This is an optimization exercise on Yosys and OpenROAD, whose aim is small area, not a production implementation.
Function was checked by simulation only, so behaviour that the tests miss may differ from the original.
Power figures rest on the tool's default switching activity, not on a simulated workload.

Setup of 03-05:
==> flow/design.v <==
module top_mem_ctrl
  (
    input wire HCLK,
    input wire HRESETn,
    input wire [31:0] HADDR,
    input wire [2:0] HBURST,
    input wire [3:0] HPROT,
    input wire [2:0] HSIZE,
    input wire [1:0] HTRANS,
    input wire [31:0] HWDATA,
    input wire HWRITE,
    input wire HREADYIN,
    input wire HSEL,
    output wire [31:0] HRDATA,
    output wire HRESP,
    output wire HREADYOUT,
    input wire [31:0] MEM_RDATA,
    output wire [31:0] MEM_WDATA,
    output wire [11:0] MEM_ADDR,
    output wire [1:0] MEM_BA,
    output wire MEM_CKE,
    output wire MEM_CSn,
    output wire MEM_RASn,
    output wire MEM_CASn,
    output wire MEM_WEn,
    output wire [3:0] MEM_DQM
  );
  localparam [5:0]
    INIT_WAIT0    = 6'd0,
    INIT_WAIT1    = 6'd1,
    INIT_PRE_C    = 6'd2,
    INIT_WAIT2    = 6'd3,
    INIT_AUTO_R1  = 6'd4,
    INIT_WAIT3    = 6'd5,
    INIT_AUTO_R2  = 6'd6,
    INIT_WAIT4    = 6'd7,
    INIT_SET_MODE = 6'd8,
    INIT_WAIT5    = 6'd9,
    INIT_WAIT6    = 6'd10,
    INIT_WAIT7    = 6'd11,
    ACTIVE_IDLE   = 6'd12,
    RF_PRE_C      = 6'd13,
    RF_AUTO_R     = 6'd14,
    RF_WAIT1      = 6'd15,
    RF_WAIT2      = 6'd16,
    RF_WAIT3      = 6'd17,
    R_CHECK_HIT   = 6'd18,
    R_RELAY_DATA  = 6'd19,
    R_SET_PREP    = 6'd20,
    R_SET_CMD     = 6'd21,
    R_WAIT1       = 6'd22,
    R_WAIT2       = 6'd23,
    R_WAIT3       = 6'd24,
    R_WAIT4       = 6'd25,
    R_WAIT5       = 6'd26,
    R_WAIT6       = 6'd27,
    R_WAIT7       = 6'd28,
    R_WAIT8       = 6'd29,
    R_PRE_C       = 6'd30,
    W_SET_PREP    = 6'd31,
    W_SET_CMD     = 6'd32,
    W_WAIT        = 6'd33,
    W_PRE_C       = 6'd34;
  reg [5:0]   state;
  reg [5:0]   next_state;
  reg [11:0]  cnt;           
  reg         busyn;         
  reg         next_busyn;
  reg         valid;         
  reg [11:0]  line_a;        
  reg [255:0] line_d;        
  reg [2:0]   offset_q;      
  wire enable = HSEL & HREADYIN;
  wire [12:0] diff = {1'b0, HADDR[11:0]} - {1'b0, line_a};
  wire hit = (diff[12:3] == 10'd0);
  wire ro_init = cnt[11] & cnt[8] & cnt[7] & cnt[6] & cnt[2];            
  wire ro_3    = cnt[1] & cnt[0];                                        
  wire ro_750  = cnt[9] & cnt[7] & cnt[6] & cnt[5] & cnt[3] & cnt[2] & cnt[1];  
  reg counting;
  reg rollover;
  reg ras, cas, we, cke, addr_sel, mode;
  always @* begin
    next_state = state;
    next_busyn = 1'b0;
    counting = 1'b0;
    rollover = 1'b0;
    ras = 1'b1; cas = 1'b1; we = 1'b1; cke = 1'b1;
    addr_sel = 1'b0; mode = 1'b0;
    case (state)
      INIT_WAIT0:    begin cke = 1'b0; counting = 1'b1; rollover = ro_init;
                           if (ro_init) next_state = INIT_WAIT1; end
      INIT_WAIT1:    next_state = INIT_WAIT2;
      INIT_WAIT2:    begin counting = 1'b1; rollover = ro_init;
                           if (ro_init) next_state = INIT_PRE_C; end
      INIT_PRE_C:    begin ras = 1'b0; we = 1'b0; next_state = INIT_WAIT3; end
      INIT_WAIT3:    next_state = INIT_AUTO_R1;
      INIT_AUTO_R1:  begin ras = 1'b0; cas = 1'b0; next_state = INIT_WAIT4; end
      INIT_WAIT4:    begin counting = 1'b1;
                           if (ro_3) next_state = INIT_AUTO_R2; end
      INIT_AUTO_R2:  begin ras = 1'b0; cas = 1'b0; next_state = INIT_WAIT5; end
      INIT_WAIT5:    begin counting = 1'b1;
                           if (ro_3) next_state = INIT_SET_MODE; end
      INIT_SET_MODE: begin ras = 1'b0; cas = 1'b0; we = 1'b0; mode = 1'b1;
                           next_state = INIT_WAIT6; end
      INIT_WAIT6:    next_state = INIT_WAIT7;
      INIT_WAIT7:    next_state = ACTIVE_IDLE;
      ACTIVE_IDLE: begin
        counting = 1'b1;
        if (ro_750) begin
          ras = 1'b0; cas = 1'b0;
          next_state = RF_PRE_C;
        end else if (enable) begin
          next_state = HWRITE ? W_SET_PREP : R_CHECK_HIT;
        end else
          next_busyn = 1'b1;
      end
      RF_PRE_C:      begin ras = 1'b0; we = 1'b0; next_state = RF_AUTO_R; end
      RF_AUTO_R:     begin ras = 1'b0; cas = 1'b0; next_state = RF_WAIT1; end
      RF_WAIT1:      next_state = RF_WAIT2;
      RF_WAIT2:      next_state = RF_WAIT3;
      RF_WAIT3:      next_state = ACTIVE_IDLE;
      R_CHECK_HIT:   begin next_busyn = hit;
                           next_state = hit ? R_RELAY_DATA : R_SET_PREP; end
      R_RELAY_DATA:  begin next_busyn = 1'b1; next_state = ACTIVE_IDLE; end
      R_SET_PREP:    begin ras = 1'b0; addr_sel = 1'b1; next_state = R_SET_CMD; end
      R_SET_CMD:     begin cas = 1'b0; addr_sel = 1'b1; next_state = R_WAIT1; end
      R_WAIT1:       begin addr_sel = 1'b1; next_state = R_WAIT2; end
      R_WAIT2:       next_state = R_WAIT3;
      R_WAIT3:       next_state = R_WAIT4;
      R_WAIT4:       next_state = R_WAIT5;
      R_WAIT5:       next_state = R_WAIT6;
      R_WAIT6:       next_state = R_WAIT7;
      R_WAIT7:       next_state = R_WAIT8;
      R_WAIT8:       begin we = 1'b0; next_state = R_PRE_C; end
      R_PRE_C:       begin ras = 1'b0; we = 1'b0; next_busyn = 1'b1;
                           next_state = R_RELAY_DATA; end
      W_SET_PREP:    begin ras = 1'b0; addr_sel = 1'b1; next_state = W_SET_CMD; end
      W_SET_CMD:     begin cas = 1'b0; we = 1'b0; addr_sel = 1'b1; next_state = W_WAIT; end
      W_WAIT:        begin we = 1'b0; next_busyn = 1'b1; next_state = W_PRE_C; end
      W_PRE_C:       begin ras = 1'b0; we = 1'b0; next_busyn = 1'b1;
                           next_state = ACTIVE_IDLE; end
      default:       ;
    endcase
  end
  always @(posedge HCLK or negedge HRESETn) begin
    if (!HRESETn) begin
      state <= INIT_WAIT0;
      busyn <= 1'b0;
      cnt   <= 12'd0;
      valid <= 1'b0;
      line_a <= 12'd0;
    end else begin
      state <= next_state;
      busyn <= next_busyn;
      cnt   <= counting ? cnt + 12'd1 : 12'd0;
      if (state == R_WAIT1) begin
        valid  <= 1'b1;
        line_a <= HADDR[11:0];
      end
    end
  end
  always @(posedge HCLK) begin
    if (state == R_WAIT1) line_d[ 31:  0] <= MEM_RDATA;
    if (state == R_WAIT2) line_d[ 63: 32] <= MEM_RDATA;
    if (state == R_WAIT3) line_d[ 95: 64] <= MEM_RDATA;
    if (state == R_WAIT4) line_d[127: 96] <= MEM_RDATA;
    if (state == R_WAIT5) line_d[159:128] <= MEM_RDATA;
    if (state == R_WAIT6) line_d[191:160] <= MEM_RDATA;
    if (state == R_WAIT7) line_d[223:192] <= MEM_RDATA;
    if (state == R_WAIT8) line_d[255:224] <= MEM_RDATA;
    offset_q <= (state == R_CHECK_HIT) ? diff[2:0] : 3'd0;
  end
  wire relay = (state == R_RELAY_DATA) & valid;
  assign HRDATA    = relay ? line_d[offset_q*32 +: 32] : 32'd0;
  assign HRESP     = 1'b0;
  assign HREADYOUT = busyn;
  assign MEM_WDATA = HWDATA;
  assign MEM_BA    = HADDR[13:12];
  assign MEM_ADDR  = mode ? 12'h213 : (addr_sel ? HADDR[11:0] : 12'd0);
  assign MEM_CKE   = cke;
  assign MEM_CSn   = 1'b0;
  assign MEM_RASn  = ras;
  assign MEM_CASn  = cas;
  assign MEM_WEn   = we;
  assign MEM_DQM   = 4'b1111;
endmodule
==> flow/config.mk <==
export PLATFORM = sky130hd
export DESIGN_NAME = top_mem_ctrl
export DESIGN_NICKNAME = top_mem_ctrl
export VERILOG_FILES = /design/flow/design.v
export SDC_FILE = /design/flow/constraint.sdc
export NUM_CORES = 4
export LEC_CHECK = 0
export CAP_MARGIN = 20
export CORE_MARGIN = 2
export CORE_UTILIZATION = 40
export SLEW_MARGIN = 20
==> flow/constraint.sdc <==
create_clock -name core_clock -period 10.0 [get_ports {HCLK}]
set_input_delay 2.0000 -clock core_clock [delete_from_list [all_inputs] [get_ports {HCLK}]]
set_output_delay 2.0000 -clock core_clock [all_outputs]
set_load 0.01 [all_outputs]
run.sh (not shown) runs the stock make flow with config.mk's settings and CLKGATE_MAP_FILE= SYNTH_SCRIPT=/design/flow/synth_recipe.tcl, a recipe that flattens the netlist after the stock synthesis.
Here is what was changed in the inputs of 11-17 compared with 03-05.
--- a/flow/design.v
+++ b/flow/design.v
@@ -69,7 +69,6 @@
   reg         valid;         
   reg [11:0]  line_a;        
   reg [255:0] line_d;        
-  reg [2:0]   offset_q;      
   wire enable = HSEL & HREADYIN;
   wire [12:0] diff = {1'b0, HADDR[11:0]} - {1'b0, line_a};
   wire hit = (diff[12:3] == 10'd0);
@@ -159,19 +158,38 @@
       end
     end
   end
+  reg fill_q, keep_q;
+  wire fill_next = (next_state >= R_WAIT1) && (next_state <= R_WAIT8);
   always @(posedge HCLK) begin
-    if (state == R_WAIT1) line_d[ 31:  0] <= MEM_RDATA;
-    if (state == R_WAIT2) line_d[ 63: 32] <= MEM_RDATA;
-    if (state == R_WAIT3) line_d[ 95: 64] <= MEM_RDATA;
-    if (state == R_WAIT4) line_d[127: 96] <= MEM_RDATA;
-    if (state == R_WAIT5) line_d[159:128] <= MEM_RDATA;
-    if (state == R_WAIT6) line_d[191:160] <= MEM_RDATA;
-    if (state == R_WAIT7) line_d[223:192] <= MEM_RDATA;
-    if (state == R_WAIT8) line_d[255:224] <= MEM_RDATA;
-    offset_q <= (state == R_CHECK_HIT) ? diff[2:0] : 3'd0;
-  end
-  wire relay = (state == R_RELAY_DATA) & valid;
-  assign HRDATA    = relay ? line_d[offset_q*32 +: 32] : 32'd0;
+    fill_q <= fill_next;
+    keep_q <= ~fill_next;
+  end
+  wire [31:0] word7_in = ({32{fill_q}} & MEM_RDATA) | ({32{keep_q}} & line_d[31:0]);
+  always @(posedge HCLK)
+    line_d <= {word7_in, line_d[255:32]};
+  reg [2:0] ptr;
+  always @(posedge HCLK)
+    ptr <= (state == R_WAIT8) ? 3'd0 : ptr - 3'd1;
+  reg [7:0] sel_q;
+  wire [2:0] rel_off = (state == R_CHECK_HIT) ? diff[2:0] : 3'd0;
+  wire [2:0] rel_pos = ptr - 3'd1 + rel_off;
+  wire [7:0] rel_sel = (8'd1 << rel_pos);
+  always @(posedge HCLK or negedge HRESETn) begin
+    if (!HRESETn)
+      sel_q <= 8'd0;
+    else if (((state == R_CHECK_HIT) && hit && valid) || (state == R_PRE_C))
+      sel_q <= rel_sel;
+    else
+      sel_q <= 8'd0;
+  end
+  reg [31:0] rdata;
+  integer k;
+  always @* begin
+    rdata = 32'd0;
+    for (k = 0; k < 8; k = k + 1)
+      rdata = rdata | ({32{sel_q[k]}} & line_d[k*32 +: 32]);
+  end
+  assign HRDATA    = rdata;
   assign HRESP     = 1'b0;
   assign HREADYOUT = busyn;
   assign MEM_WDATA = HWDATA;
Notes after the runs:
Of 03-05 and 11-17, the lower final period utilization belongs to 11-17. In 11-17 the combinational power turned out 18% lower than in 03-05. Looking at number of antenna violations at the first check in global routing, 11-17 sits 2 lower than 03-05 does. 03-05 ended up with sky130_fd_sc_hd__dfrtp_1 as its master of the slowest instance on the critical path; 11-17 ended up with sky130_fd_sc_hd__clkdlybuf4s50_1. 11-17 vs 03-05, global routing usage on met3 went up by 0.17 points. Of 11-17 and 03-05, it is 11-17 that has the higher clock buffer and inverter area fraction after layout. In the reports for 03-05 and 11-17, the larger share of total power in combinational logic belongs to 03-05. Going from 03-05 to 11-17, adder and majority gate portion of the synthesized area grows by 0.81 points. Number of instances in the placed design: 11-17 vs 03-05 — no meaningful difference. 11-17 ends up with lower overall die width than 03-05 does.

## afterwards: timing with drivers on the ports
The flow's constraints put no driver on any port. The routed layouts listed below were extracted and timed again, unchanged, in two steps.
Step 1 (the two cells are an assumption about what drives the block):
set clk [get_ports {HCLK}]
set_driving_cell -lib_cell sky130_fd_sc_hd__clkbuf_16 $clk
set_driving_cell -lib_cell sky130_fd_sc_hd__buf_2 [delete_from_list [all_inputs] $clk]
Step 2 also shifts input and output timing later by t, the mid clock arrival at the registers, as if the neighbouring blocks saw the same clock.
Three values: ideal ports, drivers, drivers and shift; two values: the first two.
run	shift t [ns]	setup slack, ns	worst slew at a driven data input, ns
03-05	0.604	3.722 / 3.671 / 4.275	0.08
11-17	0.585	4.748 / 4.722 / 4.671	0.08
After both steps setup and hold are still met in every run listed. The setup slack of 11-17, which loses most, moves by -0.026 ns with the drivers and by -0.077 ns with both steps.
